Source: an optimization exercise on an open RTL-to-GDS flow (aim: a short achievable clock period and few clock cycles). Production flows keep margins and buffers that such runs may drop. The RTL was checked by simulation tests, not by an equivalence proof against the original design. Power figures rest on the tool's default switching activity, not on a simulated workload.

==> design/flow/design.v <==
module dff (q, d, clk, rst);
    output         q;
    input          d;
    input          clk;
    input          rst;
    reg            state;
    assign q = state;
    always @(posedge clk) begin
      state <= rst? 1'b0 : d;
    end
endmodule
module not1 (in1,out);
input in1;
output out;
assign out = ~in1;
endmodule
module nand2 (in1,in2,out);
input in1,in2;
output out;
assign out = ~(in1 & in2);
endmodule
module mux2_1(InA,InB,S,Out);
   input InA,InB,S;
   output Out;
   wire   a1,a2,n1;
   not1 n5(S,n1);
   nand2 n4(InA,n1,a1);
   nand2 n2(InB,S,a2);
   nand2 n3(a1,a2,Out);
endmodule
module register (q, d, clk, rst, we);
   parameter WIDTHreg = 16;
   input [WIDTHreg-1:0] d;
   input               clk, rst, we;
   output [WIDTHreg-1:0] q;
   wire [WIDTHreg-1:0]   enabledIn;
   mux2_1 mux[WIDTHreg-1:0] (.InA (q), .InB(d), .S({WIDTHreg{we}}), .Out(enabledIn));
   dff file[WIDTHreg-1:0] (.q(q), .d(enabledIn), .clk({WIDTHreg{clk}}), .rst({WIDTHreg{rst}}));
endmodule
module rf (
           read1data, read2data, err,
           clk, rst, read1regsel, read2regsel, writeregsel, writedata, write
           );
   parameter WIDTH = 16;
   input clk, rst;
   input [2:0] read1regsel;
   input [2:0] read2regsel;
   input [2:0] writeregsel;
   input [(WIDTH-1):0] writedata;
   input        write;
   output [(WIDTH-1):0] read1data;
   output [(WIDTH-1):0] read2data;
   output        err;
   wire [(WIDTH-1):0] readData0, readData1, readData2, readData3, readData4, readData5, readData6, readData7;
   wire [(WIDTH-1):0] writeData0, writeData1, writeData2, writeData3, writeData4, writeData5, writeData6, writeData7;
   reg [(WIDTH-1):0] outData1, outData2;
   assign read1data = outData1;
   assign read2data = outData2; 
   register my_regs0 (.d(writeData0), .q(readData0), .clk(clk), .rst(rst), .we(1'b1));
   register my_regs1 (.d(writeData1), .q(readData1), .clk(clk), .rst(rst), .we(1'b1));
   register my_regs2 (.d(writeData2), .q(readData2), .clk(clk), .rst(rst), .we(1'b1));
   register my_regs3 (.d(writeData3), .q(readData3), .clk(clk), .rst(rst), .we(1'b1));
   register my_regs4 (.d(writeData4), .q(readData4), .clk(clk), .rst(rst), .we(1'b1));
   register my_regs5 (.d(writeData5), .q(readData5), .clk(clk), .rst(rst), .we(1'b1));
   register my_regs6 (.d(writeData6), .q(readData6), .clk(clk), .rst(rst), .we(1'b1));
   register my_regs7 (.d(writeData7), .q(readData7), .clk(clk), .rst(rst), .we(1'b1));
   assign writeData0 = (write & (writeregsel == 3'b000)) ? writedata : readData0;
   assign writeData1 = (write & (writeregsel == 3'b001)) ? writedata : readData1;
   assign writeData2 = (write & (writeregsel == 3'b010)) ? writedata : readData2;
   assign writeData3 = (write & (writeregsel == 3'b011)) ? writedata : readData3;
   assign writeData4 = (write & (writeregsel == 3'b100)) ? writedata : readData4;
   assign writeData5 = (write & (writeregsel == 3'b101)) ? writedata : readData5;
   assign writeData6 = (write & (writeregsel == 3'b110)) ? writedata : readData6;
   assign writeData7 = (write & (writeregsel == 3'b111)) ? writedata : readData7; 
   always @ (read1regsel, readData0, readData1, readData2, readData3, readData4, readData5,
             readData6, readData7) begin
     case (read1regsel)
       3'b000: outData1 = readData0;
       3'b001: outData1 = readData1; 
       3'b010: outData1 = readData2;  	   
       3'b011: outData1 = readData3; 
       3'b100: outData1 = readData4;  
       3'b101: outData1 = readData5;
       3'b110: outData1 = readData6;
       3'b111: outData1 = readData7;
     endcase  
   end
   always @ (read2regsel, readData0, readData1, readData2, readData3, readData4, readData5,
             readData6, readData7) begin
     case (read2regsel)
       3'b000: outData2 = readData0;
       3'b001: outData2 = readData1; 
       3'b010: outData2 = readData2;  	   
       3'b011: outData2 = readData3; 
       3'b100: outData2 = readData4;  
       3'b101: outData2 = readData5;
       3'b110: outData2 = readData6;
       3'b111: outData2 = readData7;
     endcase  
   end
endmodule
module add1(
            A,
            B,
            CI,
            Sum,
            P,
            G
            );
   input A, B, CI;
   output Sum, G, P;
   assign Sum = A ^ B ^ CI;
   assign G   = A & B;
   assign P   = A | B;
endmodule  
module cla_logic(
                 CI,
                 P,
                 G,
                 C,
                 Ggroup,
                 Pgroup);
   input CI;
   input [3:0] P, G;
   output [4:1] C;
   output       Ggroup, Pgroup;
   assign C[1] = G[0] | P[0] & CI;
   assign C[2] = G[1] | P[1] & C[1];
   assign C[3] = G[2] | P[2] & C[2];
   assign C[4] = G[3] | P[3] & C[3];
   assign Ggroup = G[3] | P[3]&G[2] | P[3]&P[2]&G[1] | P[3]&P[2]&P[1]&G[0];
   assign Pgroup = P[3]&P[2]&P[1]&P[0];
endmodule  
module add4(
            A,                   
            B,                   
            CI,                  
            Sum,                 
            CO,                  
            Pgroup,              
            Ggroup               
            );
   input [3:0] A, B;
   input       CI;
   output [3:0] Sum;
   output       CO, Ggroup, Pgroup;
   wire [3:0]   G, P;
   wire [4:1]   C;
   add1 a0(A[0], B[0],   CI, Sum[0], P[0], G[0]);
   add1 a1(A[1], B[1], C[1], Sum[1], P[1], G[1]);
   add1 a2(A[2], B[2], C[2], Sum[2], P[2], G[2]);
   add1 a3(A[3], B[3], C[3], Sum[3], P[3], G[3]);   
   cla_logic clo (CI, P, G, C, Ggroup, Pgroup);
   assign CO = C[4];
endmodule  
module add16(
            A,                   
            B,                   
            CI,                  
            Sum,                 
            CO,                  
            Ggroup,              
            Pgroup               
            );
   input [15:0] A, B;
   input       CI;
   output [15:0] Sum;
   output       CO, Ggroup, Pgroup;
   wire [3:0]   G, P;
   wire [4:1]   C;
   wire [3:0]   COX;              
   add4 a0 (A[3:0],   B[3:0],     CI, Sum[3:0],   COX[0], P[0], G[0]);
   add4 a1 (A[7:4],   B[7:4],   C[1], Sum[7:4],   COX[1], P[1], G[1]);
   add4 a2 (A[11:8],  B[11:8],  C[2], Sum[11:8],  COX[2], P[2], G[2]);
   add4 a3 (A[15:12], B[15:12], C[3], Sum[15:12], COX[3], P[3], G[3]);   
   cla_logic clo (CI, P, G, C, Ggroup, Pgroup);
   assign CO = C[4];
endmodule  
module mux16_2_1(
                 in1,            
                 in2,            
                 s,              
                 out             
                 );
   input [15:0] in1, in2;
   input        s;
   output [15:0] out;
   assign out = s ? in2 : in1;
endmodule  
module shift1(
              in,                
              op,                
              out
              );
   input [15:0] in;
   input [1:0]  op;
   output reg [15:0] out;
   parameter OP_ROL = 0;             
   parameter OP_SLL = 1;             
   parameter OP_ROR = 2;             
   parameter OP_ASR = 3;             
   always @(*) begin
      case (op)
        OP_ROL: begin
           out[15:1] = in[14:0];
           out[0]    = in[15];
        end
        OP_SLL: begin
           out[15:1] = in[14:0];
           out[0]    = 0;
        end
        OP_ROR: begin
           out[14:0] = in[15:1];
           out[15]   = in[0];
        end
        OP_ASR: begin
           out[14:0] = in[15:1];
           out[15]   = in[15];
        end        
      endcase  
   end
endmodule  
module shift2(
              in,                
              op,                
              out
              );
   input [15:0] in;
   input [1:0]  op;
   output reg [15:0] out;
   parameter OP_ROL = 0;             
   parameter OP_SLL = 1;             
   parameter OP_ROR = 2;             
   parameter OP_ASR = 3;             
   always @(*) begin
      case (op)
        OP_ROL: begin
           out[15:2] = in[13:0];
           out[1:0]  = in[15:14];
        end
        OP_SLL: begin
           out[15:2] = in[13:0];
           out[1:0]  = 0;
        end
        OP_ROR: begin
           out[13:0]  = in[15:2];
           out[15:14] = in[1:0];
        end
        OP_ASR: begin
           out[13:0] = in[15:2];
           out[15]   = in[15];
           out[14]   = in[15];
        end        
      endcase  
   end
endmodule  
module shift4(
              in,                
              op,                
              out
              );
   input [15:0] in;
   input [1:0]  op;
   output reg [15:0] out;
   parameter OP_ROL = 0;             
   parameter OP_SLL = 1;             
   parameter OP_ROR = 2;             
   parameter OP_ASR = 3;             
   always @(*) begin
      case (op)
        OP_ROL: begin
           out[15:4] = in[11:0];
           out[3:0]  = in[15:12];
        end
        OP_SLL: begin
           out[15:4] = in[11:0];
           out[3:0]  = 0;
        end
        OP_ROR: begin
           out[11:0]  = in[15:4];
           out[15:12] = in[3:0];
        end
        OP_ASR: begin
           out[11:0] = in[15:4];
           out[15]   = in[15];
           out[14]   = in[15];
           out[13]   = in[15];
           out[12]   = in[15];
        end        
      endcase  
   end
endmodule  
module shift8(
              in,                
              op,                
              out
              );
   input [15:0] in;
   input [1:0]  op;
   output reg [15:0] out;
   parameter OP_ROL = 0;             
   parameter OP_SLL = 1;             
   parameter OP_ROR = 2;             
   parameter OP_ASR = 3;             
   always @(*) begin
      case (op)
        OP_ROL: begin
           out[15:8] = in[7:0];
           out[7:0]  = in[15:8];
        end
        OP_SLL: begin
           out[15:8] = in[7:0];
           out[7:0]  = 0;
        end
        OP_ROR: begin
           out[7:0]  = in[15:8];
           out[15:8] = in[7:0];
        end
        OP_ASR: begin
           out[7:0] = in[15:8];
           out[15]   = in[15];
           out[14]   = in[15];
           out[13]   = in[15];
           out[12]   = in[15];
           out[11]   = in[15];
           out[10]   = in[15];
           out[9]    = in[15];
           out[8]    = in[15];                                 
        end        
      endcase  
   end
endmodule  
module shift16(
               In,               
               Cnt,              
               Op,               
               Out               
               );
   input [15:0] In;
   input [3:0]  Cnt;
   input [1:0]  Op;
   output [15:0] Out;
   wire [15:0] l3, sl3,          
               l2, sl2,          
               l1, sl1,          
               l0, sl0;          
   shift8 s8 (l3, Op, sl3);
   shift4 s4 (l2, Op, sl2);
   shift2 s2 (l1, Op, sl1);
   shift1 s1 (l0, Op, sl0);
   assign l3 = In;
   mux16_2_1 m3 (l3, sl3, Cnt[3], l2);
   mux16_2_1 m2 (l2, sl2, Cnt[2], l1);
   mux16_2_1 m1 (l1, sl1, Cnt[1], l0);
   mux16_2_1 m0 (l0, sl0, Cnt[0], Out);   
endmodule  
module btr_calc(Rs, Rd);
input[15:0] Rs;
output[15:0] Rd;
assign Rd[15] = Rs[0];
assign Rd[14] = Rs[1];
assign Rd[13] = Rs[2];
assign Rd[12] = Rs[3];
assign Rd[11] = Rs[4];
assign Rd[10] = Rs[5];
assign Rd[9] = Rs[6];
assign Rd[8] = Rs[7];
assign Rd[7] = Rs[8];
assign Rd[6] = Rs[9];
assign Rd[5] = Rs[10];
assign Rd[4] = Rs[11];
assign Rd[3] = Rs[12];
assign Rd[2] = Rs[13];
assign Rd[1] = Rs[14];
assign Rd[0] = Rs[15];
endmodule
module ALU (
            A,                   
            B,                   
            Op,                  
            sign,                
            Out,                 
            OFL,                 
            Zero                 
            );
   input [15:0] A, B;
   input [4:0]  Op;
   input        sign;
   output reg [15:0] Out;
   output            OFL, Zero;
   parameter ADD   = 0;
   parameter SUB   = 1;
   parameter OR    = 2;
   parameter AND   = 3;
   parameter ROL   = 4;
   parameter SLL   = 5;
   parameter ROR   = 6;
   parameter SRA   = 7;
   parameter ST    = 8;
   parameter LD    = 9;
   parameter STU   = 10;
   parameter BTR   = 11;
   parameter SEQ   = 12;
   parameter SLT   = 13;
   parameter SLE   = 14;
   parameter SCO   = 15;
   parameter BEQZ  = 16;
   parameter BNEZ  = 17;
   parameter BLTZ  = 18;
   parameter LBI   = 19;
   parameter SLBI  = 20;
   parameter JINST = 21;
   parameter JAL   = 22;
   parameter JR    = 23;
   parameter JALR  = 24;
   parameter RET   = 25;
   parameter SIIC  = 26;
   parameter RTI   = 27;
   parameter NOP   = 28;
   parameter HALT  = 29;
   wire signed [15:0] opA;
   wire signed [15:0] opB;
   wire [15:0]        shifter_Out;
   reg [1:0]          shifter_op;
   wire [15:0]        add_Sum;
   wire               add_CO, add_P, add_G;
   wire [15:0]        btr_rd;              
   wire               OFL_signed, OFL_unsigned;
   shift16 shifter (opA, opB[3:0], shifter_op, shifter_Out); 
   add16   adder   (.A(opA),
                    .B(opB),
                    .CI(Cin),
                    .Sum(add_Sum), 
                    .CO(add_CO), 
                    .Ggroup(add_G),
                    .Pgroup(add_P));
   btr_calc btr(.Rs(opA), .Rd(btr_rd));
   wire               sub = (Op == SUB);
   assign opA = sub ? B     : A;
   assign opB = sub ? ~A    : B;
   assign Cin = sub ? 1'b1  : 1'b0;
   assign OFL_signed = ( opA[15] &  opB[15] & ~add_Sum[15]) |   
                       (~opA[15] & ~opB[15] &  add_Sum[15]);    
   assign OFL_unsigned = add_CO;
   assign OFL = sign ? OFL_signed : OFL_unsigned;
   assign Zero = (opA == 16'h0000) ? 1'b1 : 1'b0;		 
   always @ (Op, add_Sum, add_CO, shifter_Out, opA, opB, btr_rd) begin
      shifter_op = 2'b00;
      case (Op)
        ADD   : Out = add_Sum;
        SUB   : Out = add_Sum;
        ROR   : begin
	   shifter_op = 2'b10;
	   Out = shifter_Out;
	end	
        SRA   : begin
	   shifter_op = 2'b11;
	   Out = shifter_Out;
	end
	ROL   : begin
	   shifter_op = 2'b00;
	   Out = shifter_Out;
	end
	SLL   : begin
	   shifter_op = 2'b01;
	   Out = shifter_Out;
	end
	OR    : Out = opA | opB;
        AND   : Out = opA & opB;
	LD    : Out = add_Sum;
	ST    : Out = add_Sum; 
	STU   : Out = add_Sum;
	BTR   : Out = btr_rd;
	SEQ   : Out = (opA == opB) ? 16'h0001 : 16'h0000;
	SLT   : Out = opA < opB;
	SLE   : Out = opA <= opB;
	BLTZ  : Out = (opA[15]) ? 16'hFFFF : 16'h0000;	 
	SCO   : Out = add_CO;
	LBI   : Out = opB;
	SLBI  : Out = {opA[7:0], 8'b0} | opB;
	JR    : Out = add_Sum;
	JALR  : Out = add_Sum;
	RET   : Out = opB;		 
	SIIC  : Out = 16'b0; 	 
        RTI   : Out = 16'b0;		 
	NOP   : Out = 16'b0;		 
	HALT  : Out = 16'b0;		 
        default:
          Out = 16'hbada;
      endcase
   end
endmodule  
module alu_op_decode (instr, alu_op);
input [15:0] instr;
output [4:0] alu_op;
parameter ADD   = 0;
parameter SUB   = 1;
parameter OR    = 2;
parameter AND   = 3;
parameter ROL   = 4;
parameter SLL   = 5;
parameter ROR   = 6;
parameter SRA   = 7;
parameter ST    = 8;
parameter LD    = 9;
parameter STU   = 10;
parameter BTR   = 11;
parameter SEQ   = 12;
parameter SLT   = 13;
parameter SLE   = 14;
parameter SCO   = 15;
parameter BEQZ  = 16;
parameter BNEZ  = 17;
parameter BLTZ  = 18;
parameter LBI   = 19;
parameter SLBI  = 20;
parameter JINST = 21;
parameter JAL   = 22;
parameter JR    = 23;
parameter JALR  = 24;
parameter RET   = 25;
parameter SIIC  = 26;
parameter RTI   = 27;
parameter NOP   = 28;
parameter HALT  = 29;
reg [4:0] op;
wire [6:0] instr_op;
assign instr_op = {instr[15:11], instr[1:0]};
assign alu_op = op;
always @ (*) begin
	casex (instr_op)
	7'b1101100 : op = ADD;
	7'b1101101 : op = SUB;
	7'b1101110 : op = OR;
	7'b1101111 : op = AND;
	7'b1101000 : op = ROL;
	7'b1101001 : op = SLL;
	7'b1101010 : op = ROR;
	7'b1101011 : op = SRA;
	7'b00000xx : op = HALT;
	7'b00001xx : op = NOP;
	7'b01000xx : op = ADD;
	7'b01001xx : op = SUB;
	7'b01010xx : op = OR;
	7'b01011xx : op = AND;
	7'b10100xx : op = ROL;
	7'b10101xx : op = SLL;
	7'b10110xx : op = ROR;
	7'b10111xx : op = SRA;
	7'b10000xx : op = ST;
	7'b10001xx : op = LD;
	7'b10011xx : op = STU;
	7'b11001xx : op = BTR;
	7'b11100xx : op = SEQ;
	7'b11101xx : op = SLT;
	7'b11110xx : op = SLE;
	7'b11111xx : op = SCO;
	7'b01100xx : op = BEQZ;
	7'b01101xx : op = BNEZ;
	7'b01111xx : op = BLTZ;
	7'b11000xx : op = LBI;
	7'b10010xx : op = SLBI;
	7'b00100xx : op = JINST;
	7'b00101xx : op = JR;
	7'b00110xx : op = JAL;
	7'b00111xx : op = JALR;
	7'b01110xx : op = RET;
	7'b00010xx : op = SIIC;
	7'b00011xx : op = RTI;
	default	  : op = 5'b11111;
	endcase
end
endmodule
module alu_operand_decode (instr, rsVal, rtVal, opA, opB);
   input [15:0] instr;
   input [15:0] rsVal;
   input [15:0] rtVal;
   output [15:0] opA;
   output [15:0] opB;
   reg [15:0]    opBVal;
   wire [6:0]    op;
   assign opA = rsVal;
   assign opB = opBVal;
   assign op = {instr[15:11], instr[1:0]};
   always @ (*) begin
      casex (op)
	7'b1101100 :  
	  opBVal = rtVal;
	7'b1101101 :  
	  opBVal = rtVal;
	7'b1101110 :  
	  opBVal = rtVal;
	7'b1101111 :  
	  opBVal = rtVal;
	7'b1101000 :  
	  opBVal = rtVal;
	7'b1101001 :  
	  opBVal = rtVal;
	7'b1101010 :  
	  opBVal = rtVal;
	7'b1101011 :  
	  opBVal = rtVal;
	7'b00000xx :  
	  opBVal = 16'b0;	 
	7'b00001xx :  
	  opBVal = 16'b0;	 
	7'b01000xx :  
	  opBVal = {{11{instr[4]}}, instr[4:0]};  
	7'b01001xx :  
	  opBVal = {{11{instr[4]}}, instr[4:0]};  
	7'b01010xx :  
	  opBVal = {11'b0, instr[4:0]};		 
	7'b01011xx :  
	  opBVal = {11'b0, instr[4:0]};		 
	7'b10100xx :  
	  opBVal = {11'b0, instr[4:0]};		 
	7'b10101xx :  
	  opBVal = {11'b0, instr[4:0]};		 
	7'b10110xx :  
	  opBVal = {11'b0, instr[4:0]};		 
	7'b10111xx :  
	  opBVal = {11'b0, instr[4:0]};		 
	7'b10000xx :  
	  opBVal = {{11{instr[4]}}, instr[4:0]};  
	7'b10001xx :  
	  opBVal = {{11{instr[4]}}, instr[4:0]};  
	7'b10011xx :  
	  opBVal = {{11{instr[4]}}, instr[4:0]};  
	7'b11001xx :  
	  opBVal = 16'b1;	 
	7'b11100xx :  
	  opBVal = rtVal;
	7'b11101xx :  
	  opBVal = rtVal;
	7'b11110xx :  
	  opBVal = rtVal;
	7'b11111xx :  
	  opBVal = rtVal;
	7'b01100xx :  
	  opBVal = {{8{instr[7]}}, instr[7:0]};		 
	7'b01101xx :  
	  opBVal = {{8{instr[7]}}, instr[7:0]};		 
	7'b01111xx :  
	  opBVal = {{8{instr[7]}}, instr[7:0]};		 
	7'b11000xx :  
	  opBVal = {{8{instr[7]}}, instr[7:0]};		 
	7'b10010xx :  
	  opBVal = {8'b0, instr[7:0]};					 
	7'b00100xx :  
	  opBVal = {{5{instr[10]}}, instr[10:0]};	 
	7'b00101xx :  
	  opBVal = {{8{instr[7]}}, instr[7:0]};		 
	7'b00110xx :  
	  opBVal = {{5{instr[10]}}, instr [10:0]};  
	7'b00111xx :  
	  opBVal = {{8{instr[7]}}, instr[7:0]};		 
	7'b01110xx :  
	  opBVal = rtVal;
	7'b00010xx :  
	  opBVal = 16'b0;   
	7'b00011xx :  
	  opBVal = 16'b0;   
	default	  : opBVal = 16'b1;	
      endcase
   end
endmodule
module alu_destination_decode (instr, rd, we_reg);
   input [15:0] instr;
   output reg [2:0] rd;
   output reg       we_reg;
   wire [2:0]       rd_imm, rd_reg, rd_ld_imm;
   assign rd_imm = instr[7:5];
   assign rd_reg = instr[4:2];
   assign rd_ld_imm = instr[10:8];
   wire [6:0]       op;
   assign op = {instr[15:11], instr[1:0]};
   always @ (*) begin
      casex (op)
	7'b1101100 : begin  
	   rd = rd_reg;
	   we_reg = 1'b1;
	end
	7'b1101101 : begin  
	   rd = rd_reg;
	   we_reg = 1'b1;
	end
	7'b1101110 : begin  
	   rd = rd_reg;
	   we_reg = 1'b1;
	end
	7'b1101111 : begin 
	   rd = rd_reg;
	   we_reg = 1'b1;
	end
	7'b1101000 : begin  
	   rd = rd_reg;
	   we_reg = 1'b1;
	end
	7'b1101001 : begin  
	   rd = rd_reg;
	   we_reg = 1'b1;
        end
	7'b1101010 : begin  
	   rd = rd_reg;
	   we_reg = 1'b1;
	end
	7'b1101011 : begin 
	   rd = rd_reg;
	   we_reg = 1'b1;
        end
	7'b11100xx : begin  
	   rd = rd_reg;
	   we_reg = 1'b1;
        end
	7'b11101xx : begin 
	   rd = rd_reg;
	   we_reg = 1'b1;
        end
	7'b11110xx : begin 
	   rd = rd_reg;
           we_reg = 1'b1;
	end
	7'b11111xx : begin  
	   rd = rd_reg;
	   we_reg = 1'b1;
        end
	7'b11001xx : begin  
	   rd = rd_reg;
           we_reg = 1'b1;
	end
	7'b01000xx : begin  
	   rd = rd_imm;
	   we_reg = 1'b1;
        end
	7'b01001xx : begin 
	   rd = rd_imm;
           we_reg = 1'b1;
        end
	7'b01010xx : begin 
	   rd = rd_imm;
	   we_reg = 1'b1;
        end
	7'b01011xx : begin  
	   rd = rd_imm;
           we_reg = 1'b1;
        end
	7'b10100xx : begin  
	   rd = rd_imm;
           we_reg = 1'b1;
        end
	7'b10101xx : begin  
	   rd = rd_imm;
           we_reg = 1'b1;
        end
	7'b10110xx : begin  
	   rd = rd_imm;
           we_reg = 1'b1;
	end
	7'b10111xx : begin  
	   rd = rd_imm;
 	   we_reg = 1'b1;
        end
	7'b10001xx : begin  
	   rd = rd_imm;
	   we_reg = 1'b1;
        end
	7'b11000xx : begin  
	   rd = rd_ld_imm;
	   we_reg = 1'b1;
	end
	7'b10010xx : begin 
	   rd = rd_ld_imm;
	   we_reg = 1'b1;
	end
	7'b00110xx : begin  
	   rd = 3'd7;
	   we_reg = 1'b1;
	end
	7'b00111xx : begin  
	   rd = 3'd7;
	   we_reg = 1'b1;
	end
  	7'b10011xx : begin  
	   rd = rd_ld_imm;
	   we_reg = 1'b1;
	end
	7'b10000xx : begin  
           rd = 3'd0;
           we_reg = 1'b0;
        end
	7'b01100xx : begin  
           rd = 3'd0;
	   we_reg = 1'b0;
        end
	7'b01101xx : begin  
           rd = 3'd0;
	   we_reg = 1'b0;
        end
	7'b01111xx : begin  
           rd = 3'd0;
	   we_reg = 1'b0;
        end
	7'b00100xx : begin  
           rd = 3'd0;
	   we_reg = 1'b0;
        end
	7'b00101xx : begin  
           rd = 3'd0;
	   we_reg = 1'b0;
        end
	7'b01110xx : begin  
           rd = 3'd0;
	   we_reg = 1'b0;
        end
	7'b00010xx : begin  
           rd = 3'd0;
	   we_reg = 1'b0;
        end
	7'b00011xx : begin  
           rd = 3'd0;
	   we_reg = 1'b0;
        end
	7'b00000xx : begin  
           rd = 3'd0;
	   we_reg = 1'b0;
        end
	7'b00001xx : begin  
           rd = 3'd0;
	   we_reg = 1'b0;
        end
	default	  : begin
           rd = 3'd0;
           we_reg = 1'b0;
        end
      endcase
   end
endmodule
module branch_logic (op, zero, top_alu, bt);
   input [4:0] op;
   input       zero;
   input       top_alu;
   output reg  bt;
   parameter BEQZ = 5'b01100;
   parameter BNEZ = 5'b01101;
   parameter BLTZ = 5'b01111;
   parameter JUMP = 5'b00100;
   parameter JR   = 5'b00101;
   parameter JAL  = 5'b00110;
   parameter JALR = 5'b00111;
   parameter RET  = 5'b01110;
   always@(*) begin
      case (op)
	BEQZ : bt = (zero == 1'b1) ? 1'b1 : 1'b0;
	BNEZ : bt = (zero == 1'b1) ? 1'b0 : 1'b1;
	BLTZ : bt = (zero == 1'b0 && top_alu == 1'b1) ? 1'b1 : 1'b0;
        JUMP : bt = 1;
        JR   : bt = 1;
        JAL  : bt = 1;
        JALR : bt = 1;
        RET  : bt = 1;
        default : bt = 0;
      endcase
   end
endmodule
module brj_addr_calc (instr, next_pc, dest_addr);
   input [15:0] instr;
   input [15:0] next_pc;
   output [15:0] dest_addr;
   wire [4:0]    op;
   wire          co, G, P;
   reg [15:0]    sextVal;
   assign op = instr[15:11];
   add16 add (.A(sextVal), .B(next_pc), .CI(1'b0), .Sum(dest_addr), .CO(co), .Ggroup(G), .Pgroup (P));
   always @ (*) begin
      case (op)
	5'b01100 : begin   
	   sextVal = {{8{instr[7]}}, instr[7:0]};		
	end
	5'b01101 : begin   
	   sextVal = {{8{instr[7]}}, instr[7:0]}; 
	end
	5'b01111 : begin	 
	   sextVal = {{8{instr[7]}}, instr[7:0]};
	end
	5'b00100 : begin	 
	   sextVal = {{5{instr[10]}}, instr[10:0]};
	end
	5'b00110 : begin   
	   sextVal = {{5{instr[10]}}, instr[10:0]};
	end
	default :  begin
	   sextVal = 16'b0;
	end			
      endcase
   end
endmodule
module next_pc_addr (instr, pc_inc, alu_out, brj_dest, bt, stall, next_pc, pc);
   input [15:0] instr;
   input [15:0] pc_inc;
   input [15:0] pc;
   input [15:0] alu_out;
   input [15:0] brj_dest;
   input        bt;
   input        stall;
   output [15:0] next_pc;
   wire [4:0]        op;
   reg [15:0] br_pc;
   assign op = instr[15:11];
   assign next_pc = (stall & ~bt) ? pc : br_pc; 
   always @ (*) begin
         case (op)
	   5'b01100 : begin	 
	      br_pc = (bt == 1'b1) ? brj_dest : pc_inc;
	   end
	   5'b01101 : begin   
	      br_pc = (bt == 1'b1) ? brj_dest : pc_inc;
	   end
	   5'b01111 : begin   
	      br_pc = (bt == 1'b1) ? brj_dest : pc_inc;
	   end
	   5'b00100 : begin   
	      br_pc = brj_dest;	
	   end
	   5'b00101 : begin   
	      br_pc = alu_out;
	   end
	   5'b00110 : begin   
	      br_pc = brj_dest;
	   end
	   5'b00111 : begin   
	      br_pc = alu_out;
	   end
	   5'b01110 : begin   
	      br_pc = alu_out;
	   end
	   5'b00011 : begin   
	      br_pc = alu_out;
	   end
	   default : begin
	      br_pc = pc_inc;
	   end
         endcase  
   end
endmodule
module mem_decode_logic (instr, e_mem, wr_mem, halt);
   input [15:0] instr;
   output reg   halt;		 
   output reg   e_mem;
   output reg   wr_mem;
   wire [6:0]   op;
   assign op = {instr[15:11], instr[1:0]};
   always @ (*) begin
      casex (op)
	7'b10001xx : begin  
	   wr_mem = 1'b0;
	   e_mem = 1'b1;
	   halt = 1'b0;
        end
	7'b10011xx : begin 
	   wr_mem = 1'b1;
	   e_mem = 1'b1;
	   halt = 1'b0;
	end
	7'b10000xx : begin  
	   wr_mem = 1'b1;
           e_mem = 1'b1;
	   halt = 1'b0;
	end 
	7'b00000xx : begin  
	   wr_mem = 1'b0;
	   e_mem = 1'b0;
	   halt = 1'b1;
        end      
	default	  : begin
	   e_mem = 1'b0;
	   wr_mem = 1'b0;
	   halt = 1'b0;
        end
      endcase
   end
endmodule
module dest_data_decode (instr, next_pc, alu_out, mem_out, rdata);
   input [15:0] instr;
   input [15:0] next_pc;
   input [15:0] alu_out;
   input [15:0] mem_out;
   output reg [15:0] rdata;
   wire [6:0]        op; 
   assign op = {instr[15:11], instr[1:0]};
   always @ (*) begin
      casex (op)
	7'b1101100 :  
	  rdata = alu_out;
	7'b1101101 :  
	  rdata = alu_out;
	7'b1101110 :  
	  rdata = alu_out;
	7'b1101111 :  
	  rdata = alu_out;
	7'b1101000 :  
	  rdata = alu_out;
	7'b1101001 :  
	  rdata = alu_out;
	7'b1101010 :  
	  rdata = alu_out;
	7'b1101011 :  
	  rdata = alu_out;
	7'b11100xx :  
	  rdata = alu_out;
	7'b11101xx :  
	  rdata = alu_out;
	7'b11110xx :  
	  rdata = alu_out;
	7'b11111xx :  
	  rdata = alu_out;
	7'b11001xx :  
	  rdata = alu_out;
	7'b01000xx :  
	  rdata = alu_out;
	7'b01001xx :  
	  rdata = alu_out;
	7'b01010xx :  
	  rdata = alu_out;
	7'b01011xx :  
	  rdata = alu_out;
	7'b10100xx :  
	  rdata = alu_out;
	7'b10101xx :  
	  rdata = alu_out;
	7'b10110xx :  
	  rdata = alu_out;
	7'b10111xx :  
	  rdata = alu_out;
	7'b10001xx :  
	  rdata = mem_out;
	7'b11000xx :  
	  rdata = alu_out;
	7'b10010xx :  
	  rdata = alu_out;
	7'b00110xx :  
	  rdata = next_pc;
	7'b00111xx :  
	  rdata = next_pc;
	7'b10011xx :  
	  rdata = alu_out;   
	default	  : rdata = 16'b0;
      endcase
   end
endmodule
module proc(
	    clk,
	    rst,
	    imem_rdata,
	    dmem_rdata,
	    imem_addr,
	    dmem_addr,
	    dmem_wdata,
	    dmem_en,
	    dmem_wr,
	    halt
	    );
   input clk;
   input rst;
   input [15:0] imem_rdata;
   input [15:0] dmem_rdata;
   output [15:0] imem_addr;
   output [15:0] dmem_addr;
   output [15:0] dmem_wdata;
   output        dmem_en;
   output        dmem_wr;
   output        halt;
   localparam OP_HALT = 5'b00000, OP_J = 5'b00100, OP_JR = 5'b00101, OP_JAL = 5'b00110,
              OP_JALR = 5'b00111, OP_BEQZ = 5'b01100, OP_BNEZ = 5'b01101, OP_RET = 5'b01110,
              OP_BLTZ = 5'b01111, OP_ST = 5'b10000, OP_LD = 5'b10001, OP_SLBI = 5'b10010,
              OP_STU = 5'b10011, OP_LBI = 5'b11000, OP_BTR = 5'b11001, OP_SHR = 5'b11010,
              OP_ALR = 5'b11011, OP_SEQ = 5'b11100, OP_SLT = 5'b11101, OP_SLE = 5'b11110,
              OP_SCO = 5'b11111;
   reg [15:0] pc;
   reg [15:0] ras;            
   reg        ras_v;
   reg        d_v;
   reg [15:0] d_ins, d_pc2, d_tgt;
   reg        d_pt;           
   reg        e_wr, e_ld, e_st, e_halt, e_jr, e_ret, e_beqz, e_bnez, e_bltz, e_pt;
   reg [2:0]  e_dst;
   reg [15:0] e_A, e_B, e_S, e_C, e_tgt;
   reg        e_inv, e_cin;
   reg        e_s_sum, e_s_or, e_s_and, e_s_sh, e_s_btr, e_s_seq, e_s_lt, e_s_sco, e_s_imm, e_s_link;
   reg        e_lbi;
   reg [1:0]  e_shop;
   reg        m_wr, m_ld, m_en, m_we, m_halt;
   reg [2:0]  m_dst;
   reg [15:0] m_res, m_S;
   reg [15:0] rf [0:7];
   wire       stall;
   wire       e_redir;
   wire [15:0] e_rtgt;
   wire [15:0] e_res;
   wire [15:0] fi = imem_rdata;
   wire [4:0]  fop = fi[15:11];
   wire [15:0] pc2 = pc + 16'd2;
   wire [15:0] t11 = pc2 + {{5{fi[10]}}, fi[10:0]};
   wire [15:0] t8  = pc2 + {{8{fi[7]}}, fi[7:0]};
   wire        f_isj   = (fop == OP_J) | (fop == OP_JAL);
   wire        f_isbr  = (fop == OP_BEQZ) | (fop == OP_BNEZ) | (fop == OP_BLTZ);
   wire        f_isret = (fop == OP_RET);
   wire        f_iscall = (fop == OP_JAL) | (fop == OP_JALR);
   wire        f_brt   = f_isbr & (fi[7] | (fop == OP_BNEZ));
   wire [15:0] f_next  = f_isj ? t11 : f_brt ? t8 : (f_isret & ras_v) ? ras : pc2;
   always @(posedge clk) begin
      if (rst)
        pc <= 16'd0;
      else if (e_redir)
        pc <= e_rtgt;
      else if (!stall)
        pc <= f_next;
   end
   always @(posedge clk) begin
      if (rst)
        ras_v <= 1'b0;
      else if (f_iscall) begin
         ras_v <= 1'b1;
         ras <= pc2;
      end
   end
   always @(posedge clk) begin
      if (rst | e_redir)
        d_v <= 1'b0;
      else if (!stall)
        d_v <= 1'b1;
      if (!stall) begin
         d_ins <= fi;
         d_pc2 <= pc2;
         d_tgt <= f_isret ? ras : t8;
         d_pt  <= f_isret ? ras_v : f_brt;
      end
   end
   assign imem_addr = pc;
   wire [4:0] dop = d_ins[15:11];
   wire [2:0] rs = d_ins[10:8];
   wire [2:0] rt = d_ins[7:5];
   wire [2:0] rd = d_ins[4:2];
   wire d_rfmt = (dop == OP_BTR) | (dop == OP_SHR) | (dop == OP_ALR) | (dop[4:2] == 3'b111);
   wire d_ifmt = (dop[4:2] == 3'b010) | (dop[4:2] == 3'b101) | (dop == OP_LD);
   wire d_sfmt = (dop == OP_LBI) | (dop == OP_SLBI) | (dop == OP_STU);
   wire d_call = (dop == OP_JAL) | (dop == OP_JALR);
   wire d_wr   = d_rfmt | d_ifmt | d_sfmt | d_call;
   wire [2:0] d_dst = d_call ? 3'd7 : d_sfmt ? rs : d_ifmt ? rt : rd;
   wire d_isret = (dop == OP_RET);
   wire d_st    = (dop == OP_ST) | (dop == OP_STU);
   wire d_ld    = (dop == OP_LD);
   wire d_jr    = (dop == OP_JR) | (dop == OP_JALR);
   wire d_br    = (dop == OP_BEQZ) | (dop == OP_BNEZ) | (dop == OP_BLTZ);
   wire d_lbi   = (dop == OP_LBI);
   wire d_usea  = d_isret | d_jr | d_br | d_st | d_ld | (dop == OP_SLBI) |
                  (dop[4:2] == 3'b010) | (dop[4:2] == 3'b101) | d_rfmt;
   wire d_uset  = (dop == OP_SHR) | (dop == OP_ALR) | (dop[4:2] == 3'b111) | d_st;
   wire d_immb  = ~((dop == OP_SHR) | (dop == OP_ALR) | (dop[4:2] == 3'b111));
   wire [2:0] asel = d_isret ? 3'd7 : rs;
   assign stall = d_v & e_ld & ((d_usea & (asel == e_dst)) | (d_uset & (rt == e_dst)));
   wire [15:0] sx5 = {{11{d_ins[4]}}, d_ins[4:0]};
   wire [15:0] zx5 = {11'd0, d_ins[4:0]};
   wire [15:0] sx8 = {{8{d_ins[7]}}, d_ins[7:0]};
   wire [15:0] zx8 = {8'd0, d_ins[7:0]};
   reg  [15:0] d_imm;
   always @(*) begin
      case (dop)
        5'b01000, 5'b01001, OP_ST, OP_LD, OP_STU: d_imm = sx5;
        OP_LBI, OP_JR, OP_JALR:                   d_imm = sx8;
        OP_SLBI:                                  d_imm = zx8;
        OP_RET:                                   d_imm = 16'd0;
        default:                                  d_imm = zx5;
      endcase
   end
   wire [15:0] m_val = m_ld ? dmem_rdata : m_res;
   wire a_fe = e_wr & (e_dst == asel);
   wire a_fm = m_wr & (m_dst == asel);
   wire t_fe = e_wr & (e_dst == rt);
   wire t_fm = m_wr & (m_dst == rt);
   wire [15:0] a_val = a_fe ? e_res : a_fm ? m_val : rf[asel];
   wire [15:0] t_val = t_fe ? e_res : t_fm ? m_val : rf[rt];
   wire d_addi = (dop == 5'b01000);
   wire d_subi = (dop == 5'b01001);
   wire d_alr  = (dop == OP_ALR);
   wire d_sub  = d_subi | (d_alr & (d_ins[1:0] == 2'b01));
   wire d_cmp  = (dop == OP_SLT) | (dop == OP_SLE);
   wire d_sum  = d_addi | d_sub | (d_alr & (d_ins[1:0] == 2'b00)) | d_ld | d_st;
   wire d_or   = (dop == 5'b01010) | (d_alr & (d_ins[1:0] == 2'b10));
   wire d_and  = (dop == 5'b01011) | (d_alr & (d_ins[1:0] == 2'b11));
   wire d_sh   = (dop[4:2] == 3'b101) | (dop == OP_SHR);
   wire [1:0] d_shop = (dop == OP_SHR) ? d_ins[1:0] : dop[1:0];
   wire d_go = d_v & ~stall & ~e_redir;
   always @(posedge clk) begin
      if (rst | ~d_go) begin
         e_wr <= 1'b0; e_ld <= 1'b0; e_st <= 1'b0; e_halt <= 1'b0; e_jr <= 1'b0; e_ret <= 1'b0;
         e_beqz <= 1'b0; e_bnez <= 1'b0; e_bltz <= 1'b0;
      end else begin
         e_wr <= d_wr; e_ld <= d_ld; e_st <= d_st; e_halt <= (dop == OP_HALT);
         e_jr <= d_jr; e_ret <= d_isret;
         e_beqz <= (dop == OP_BEQZ); e_bnez <= (dop == OP_BNEZ); e_bltz <= (dop == OP_BLTZ);
      end
      e_dst <= d_dst;
      e_A <= a_val;
      e_B <= d_immb ? d_imm : t_val;
      e_S <= t_val;
      e_C <= d_pc2;
      e_tgt <= d_tgt;
      e_pt <= d_pt;
      e_inv <= d_sub | d_cmp;
      e_cin <= d_sub | (dop == OP_SLE);
      e_s_sum <= d_sum; e_s_or <= d_or; e_s_and <= d_and; e_s_sh <= d_sh;
      e_s_btr <= (dop == OP_BTR); e_s_seq <= (dop == OP_SEQ); e_s_lt <= d_cmp;
      e_s_sco <= (dop == OP_SCO); e_s_imm <= d_lbi | (dop == OP_SLBI); e_s_link <= d_call;
      e_lbi <= d_lbi;
      e_shop <= d_shop;
   end
   wire [15:0] ax = e_A ^ {16{e_inv}};
   wire [16:0] s17 = {1'b0, e_B} + {1'b0, ax} + {16'd0, e_cin};
   wire [15:0] sum = s17[15:0];
   wire        c16 = s17[16];
   wire        c15 = sum[15] ^ e_B[15] ^ ax[15];
   wire        lx = ~e_B[15];
   wire        ly = ~ax[15];
   wire        lt = (lx & ly) | ((lx ^ ly) & c15);
   wire        eq = (e_A == e_B);
   wire [3:0]  n = e_B[3:0];
   wire [31:0] rl = {e_A, e_A} << n;
   wire [31:0] rr = {e_A, e_A} >> n;
   wire [15:0] sll = e_A << n;
   wire [31:0] sra32 = {{16{e_A[15]}}, e_A} >> n;
   wire [15:0] sra = sra32[15:0];
   reg  [15:0] shv;
   always @(*) begin
      case (e_shop)
        2'b00: shv = rl[31:16];
        2'b01: shv = sll;
        2'b10: shv = rr[15:0];
        default: shv = sra;
      endcase
   end
   wire [15:0] btr;
   genvar gi;
   generate for (gi = 0; gi < 16; gi = gi + 1) begin : g_btr
      assign btr[gi] = e_A[15-gi];
   end endgenerate
   wire [15:0] immv = {e_lbi ? e_B[15:8] : e_A[7:0], e_B[7:0]};
   assign e_res = ({16{e_s_sum}} & sum) | ({16{e_s_or}} & (e_A | e_B)) | ({16{e_s_and}} & (e_A & e_B)) |
                  ({16{e_s_sh}} & shv) | ({16{e_s_btr}} & btr) | ({16{e_s_imm}} & immv) |
                  ({16{e_s_link}} & e_C) |
                  {15'd0, (e_s_seq & eq) | (e_s_lt & lt) | (e_s_sco & c16)};
   wire a_zero = (e_A == 16'd0);
   wire taken  = (e_beqz & a_zero) | (e_bnez & ~a_zero) | (e_bltz & e_A[15]);
   wire br_mis = (e_beqz | e_bnez | e_bltz) & (taken ^ e_pt);
   wire ret_mis = e_ret & ~(e_pt & (e_A == e_tgt));
   assign e_redir = br_mis | e_jr | ret_mis;
   assign e_rtgt = (e_jr | e_ret) ? sum : taken ? e_tgt : e_C;
   always @(posedge clk) begin
      if (rst) begin
         m_wr <= 1'b0; m_ld <= 1'b0; m_en <= 1'b0; m_we <= 1'b0; m_halt <= 1'b0;
      end else begin
         m_wr <= e_wr; m_ld <= e_ld; m_en <= e_ld | e_st; m_we <= e_st; m_halt <= e_halt;
      end
      m_dst <= e_dst;
      m_res <= e_res;
      m_S <= e_S;
   end
   always @(posedge clk) begin
      if (m_wr)
        rf[m_dst] <= m_val;
   end
   assign dmem_addr = m_res;
   assign dmem_wdata = m_S;
   assign dmem_en = m_en;
   assign dmem_wr = m_we;
   assign halt = m_halt;
endmodule
==> design/flow/run.sh <==
#!/bin/bash
# synth_recipe.tcl (not shown) runs the flow's synth.tcl, then flattens the netlist and writes it again
# the make line also repeats each setting of config.mk as NAME=value (left out here)
make -C /OpenROAD-flow-scripts/flow DESIGN_CONFIG=/design/flow/config.mk WORK_HOME=/design/flow/orfs CLKGATE_MAP_FILE= SYNTH_SCRIPT=/design/flow/synth_recipe.tcl finish
==> design/flow/config.mk <==
export PLATFORM = sky130hd
export DESIGN_NAME = proc
export DESIGN_NICKNAME = proc
export VERILOG_FILES = /design/flow/design.v
export SDC_FILE = /design/flow/constraint.sdc
export NUM_CORES = 4
export LEC_CHECK = 0
export ABC_CLOCK_PERIOD_IN_PS = 2500
export CAP_MARGIN = 20
export CORE_MARGIN = 2
export CORE_UTILIZATION = 40
export SETUP_SLACK_MARGIN = 5.0
export SLEW_MARGIN = 20
export TNS_END_PERCENT = 100
==> design/flow/constraint.sdc <==
create_clock -name core_clock -period 8.0 [get_ports {clk}]
set_input_delay 1.6000 -clock core_clock [delete_from_list [all_inputs] [get_ports {clk}]]
set_output_delay 1.6000 -clock core_clock [all_outputs]
set_load 0.01 [all_outputs]
==> qor.yml <==
status:
  status: "timing/DRC/antenna clean"
pwr:
  vdd_drop_max_mv: 0.171
  combinationalPowerShare: 0.267
  seqPwrFrac: 0.409
  switching_share: 0.313
  p_total_mw: 5.58
  power.switching_mw: 1.75
  p_clk_frac: 0.324
  powerDensity_nw_per_um2: 220
  leakage_nw: 10.1
  intPower_mw: 3.83
drt:
  drt-total-wl_mm: 72.3
  drc: 0
  drt_iter0_drc: 1971
  first_pass_iters: 6
  wl_per_cell_um: 25.9
  final_antenna_net_count: 0
  via_per_inst: 6.24
  via_count: 17400
yosys:
  syn-cell-area_um2: 20700
  synth_cells: 1952
  syn-num-nets: 2060
  avgSynthCellArea_um2: 10.6
  ys_ff_latch: 362
  synth_cell_type_count: 85
  synth-edff-count: 193
  ys_warn_count: 1
  ys.flop_type: "edfxtp_1"
  async_flop_share: 0
  synth_seq_area_share: 0.443
clock_tree:
  clk_latency_ns: 0.56
  cts_tree: "built"
  cts_buffers: 39
  clk_pin_slew_worst_paths_ns: 0.06
  cts.sinks: 362
  clock_path_buffers: 3
  cts_root_buf: "clkbuf_16"
  htree_levels: 2
timing:
  setup-violations-final: 0
  rsz0062_at_grt: "yes"
  setup_slack_ns: 4.47
  relSlewSlack: 0.243
  period_minus_slack_ns: 3.53
  hold_ws_ns: 0.327
  fmaxAchievable_mhz: 284
  skew_ns: 0.0155
  finalCritPeriodShare: 0.441
  slew_viol_final: 0
  hold_viol: 0
  worst_slew_pin_slew_ns: 1.13
  fin_setup_tns_ns: 0
placed_design:
  dp_slack_ns: 3.26
  place.gp.congestion: 0.961
  dp_cells: 2629
  dpl_cell_area_um2: 22400
  io_buffers: 84
  dp_hpwl_mm: 48.3
global_routing:
  antenna_found_initial: 0
  first_global_vias: 16700
  grt_max_degree: 49
  grt-ovfl-total: 0
  track_usage: 0.264
  grt_pass1_wl_mm: 107
finish:
  stdcell_area_um2: 25400
  instances_no_fill: 2792
  antennaDiodeCount: 0
  fin_nets: 2189
  area.growth.synth_to_final_pct: 22.4
  drive_gt1_frac: 0.231
  fillCellCount: 4663
  fin_util: 0.494
floorplanning:
  core.rowCount: 83
  die_area_um2: 53600
  core_area_um2: 51300
  start_util: 0.404
  die_h_um: 232
  ios: 85
  die-width_um: 232
critical_path:
  reg2reg_slack_ns: 4.59
  path_class: "in -> reg"
  endpoint_kind: "register"
  ff2ff_path_depth: 12
  crit_start: "imem_rdata[0]"
  path_max_fanout: 3
  critPathArrivalTime_ns: 3.96
  cp.required_ns: 8.43
  r2r-end: "pc[15]"
  worstSetupStartpointType: "input pin"
  worstReg2RegStart: "pc[6]"
worst_hold_path:
  min_from: "e_S[5]"
  min_path_cells: 0
  hp-class: "reg -> reg"
  min_to: "m_S[5]"
run:
  maxCapViolations: 0
cell type report:
class,count,area [um^2],share of cell area
repair buffers,223,2020,0.0796
clock buffers,54,1130,0.0444
well taps,680,851,0.0336
inverters,73,293,0.0115
multi-input cells,1382,11700,0.460
clock inverters,18,163,0.00642
flip-flops and latches,362,9250,0.365
how the worst max path moves through the flow:
stage,end,cells past startpoint
final,pc[12],11
after global routing,pc[12],11
after CTS,pc[14],10
after detailed placement,pc[13],9
after global placement,pc[14],9
after floorplan,pc[14],9
Yosys cell counts, types with 29 or more instances:
cell type	number	share of area
ha_1	71	0.043
nor2_1	112	0.020
edfxtp_1	193	0.28
o21ai_0	91	0.022
xnor2_1	43	0.018
o211ai_1	40	0.014
xor2_1	40	0.017
mux4_2	66	0.072
inv_1	70	0.013
nand3_1	34	0.0082
nor3_1	33	0.0080
clkbuf_1	94	0.017
mux2_2	45	0.024
nand2b_1	31	0.0094
a21oi_1	100	0.024
dfxtp_1	169	0.16
mux2i_1	124	0.060
nor2b_1	29	0.0088
nand2_1	171	0.031
state kept, by name (all words and copies together) (netlist names), 2 cells and up, named ones only:
name,cells
e_A,16
pc,16
e_shop,2
e_dst,3
d_ins,16
m_S,16
m_dst,3
m_res,16
e_B,16
e_C,16
ras,16
d_pc2,16
d_tgt,16
e_S,16
rf,128
e_tgt,16
placed cells by master, fill, tap and decap left out, types with 14 or more instances in the layout:
| master | count |
|---|---|
| dlygate4sd2_1 | 54 |
| nor3_1 | 24 |
| a21o_1 | 25 |
| xnor2_1 | 35 |
| o21ai_0 | 74 |
| and3_1 | 15 |
| nand3_1 | 29 |
| dfxtp_1 | 144 |
| xor2_1 | 34 |
| mux4_2 | 66 |
| a311oi_1 | 15 |
| ha_1 | 59 |
| a21oi_1 | 87 |
| a22o_1 | 15 |
| a22oi_1 | 16 |
| o221ai_1 | 17 |
| clkbuf_16 | 42 |
| nor4_1 | 15 |
| buf_4 | 114 |
| nor2_1 | 106 |
| dfxtp_4 | 14 |
| nand2b_1 | 29 |
| buf_6 | 15 |
| nor2b_1 | 26 |
| mux2i_1 | 120 |
| clkdlybuf4s50_1 | 18 |
| o211ai_1 | 40 |
| edfxtp_1 | 193 |
| o21a_1 | 16 |
| a211oi_1 | 19 |
| nand2_1 | 170 |
| mux2_2 | 41 |
| inv_1 | 67 |
routing by layer:
layer / part of all wire / track usage / wire [um] / vias up
li1: - / - / - / 7648
met1: 0.43 / 0.371 / 31000 / 8617
met2: 0.44 / 0.395 / 31600 / 995
met3: 0.096 / 0.0543 / 6930 / 176
met4: 0.039 / 0.106 / 2790 / 0
met5: 0 / 0 / 0 / -
power by group through the flow:
stage	clock network [mW]	registers, mW	logic (mW)
2_1_floorplan	0	2.26	0.833
3_3_place_gp	0	2.32	1.25
3_5_place_dp	0	2.32	1.26
4_1_cts	1.82	2.28	1.37
5_1_grt	1.90	2.29	1.58
6_report	1.81	2.28	1.49
repair_timing:
action                     in CTS  in global routing
gates cloned                    3                  0
setup buffers                  49                 39
pin swaps                      32                 53
setup endpoints to repair     216                122
hold buffers                    0                  0
resized for setup             219                 79
worst max-delay path: stages:
cell	delay (ns)
buf_6	0.10
ha_4	0.16
fa_2	0.33
a21o_1	0.23
a221oi_4	0.36
a21oi_4	0.12
buf_12	0.15
a311oi_4	0.26
xnor2_1	0.17
a2111oi_2	0.09
a2111oi_0	0.39
kinds of logic after synthesis:
family                     Yosys count  synth area share
DFF                                362             0.443
muxes                              236             0.157
AOI/OAI and AO/OA                  490             0.164
and+or+nand+nor                    498             0.114
buffers and inverters              209            0.0408
adders and majority gates           74            0.0458
xor gates and xnor gates            83            0.0351
Testbench counts, summed over its fixed seeds: cycles 93,145.

## what the ideal ports hide
The flow's constraints put no driver on any port. The routed layout listed below was extracted and timed again, unchanged, in two steps.
Step 1 (the two cells are an assumption about what drives the block):
set clk [get_ports {clk}]
set_driving_cell -lib_cell sky130_fd_sc_hd__clkbuf_16 $clk
set_driving_cell -lib_cell sky130_fd_sc_hd__buf_2 [delete_from_list [all_inputs] $clk]
Step 2 also shifts input and output timing later by t, the mid clock arrival at the registers, as if the neighbouring blocks saw the same clock.
a / b / c = no drivers / after step 1 / after step 2; a / b = the first two.
t, ns: 0.605
setup slack, ns: 4.474 / 4.496 / 3.891
pins driven straight from the clock port: 1
After both steps setup and hold are still met in this run. The setup slack of this run moves by +0.022 ns with the drivers and by -0.583 ns with both steps.
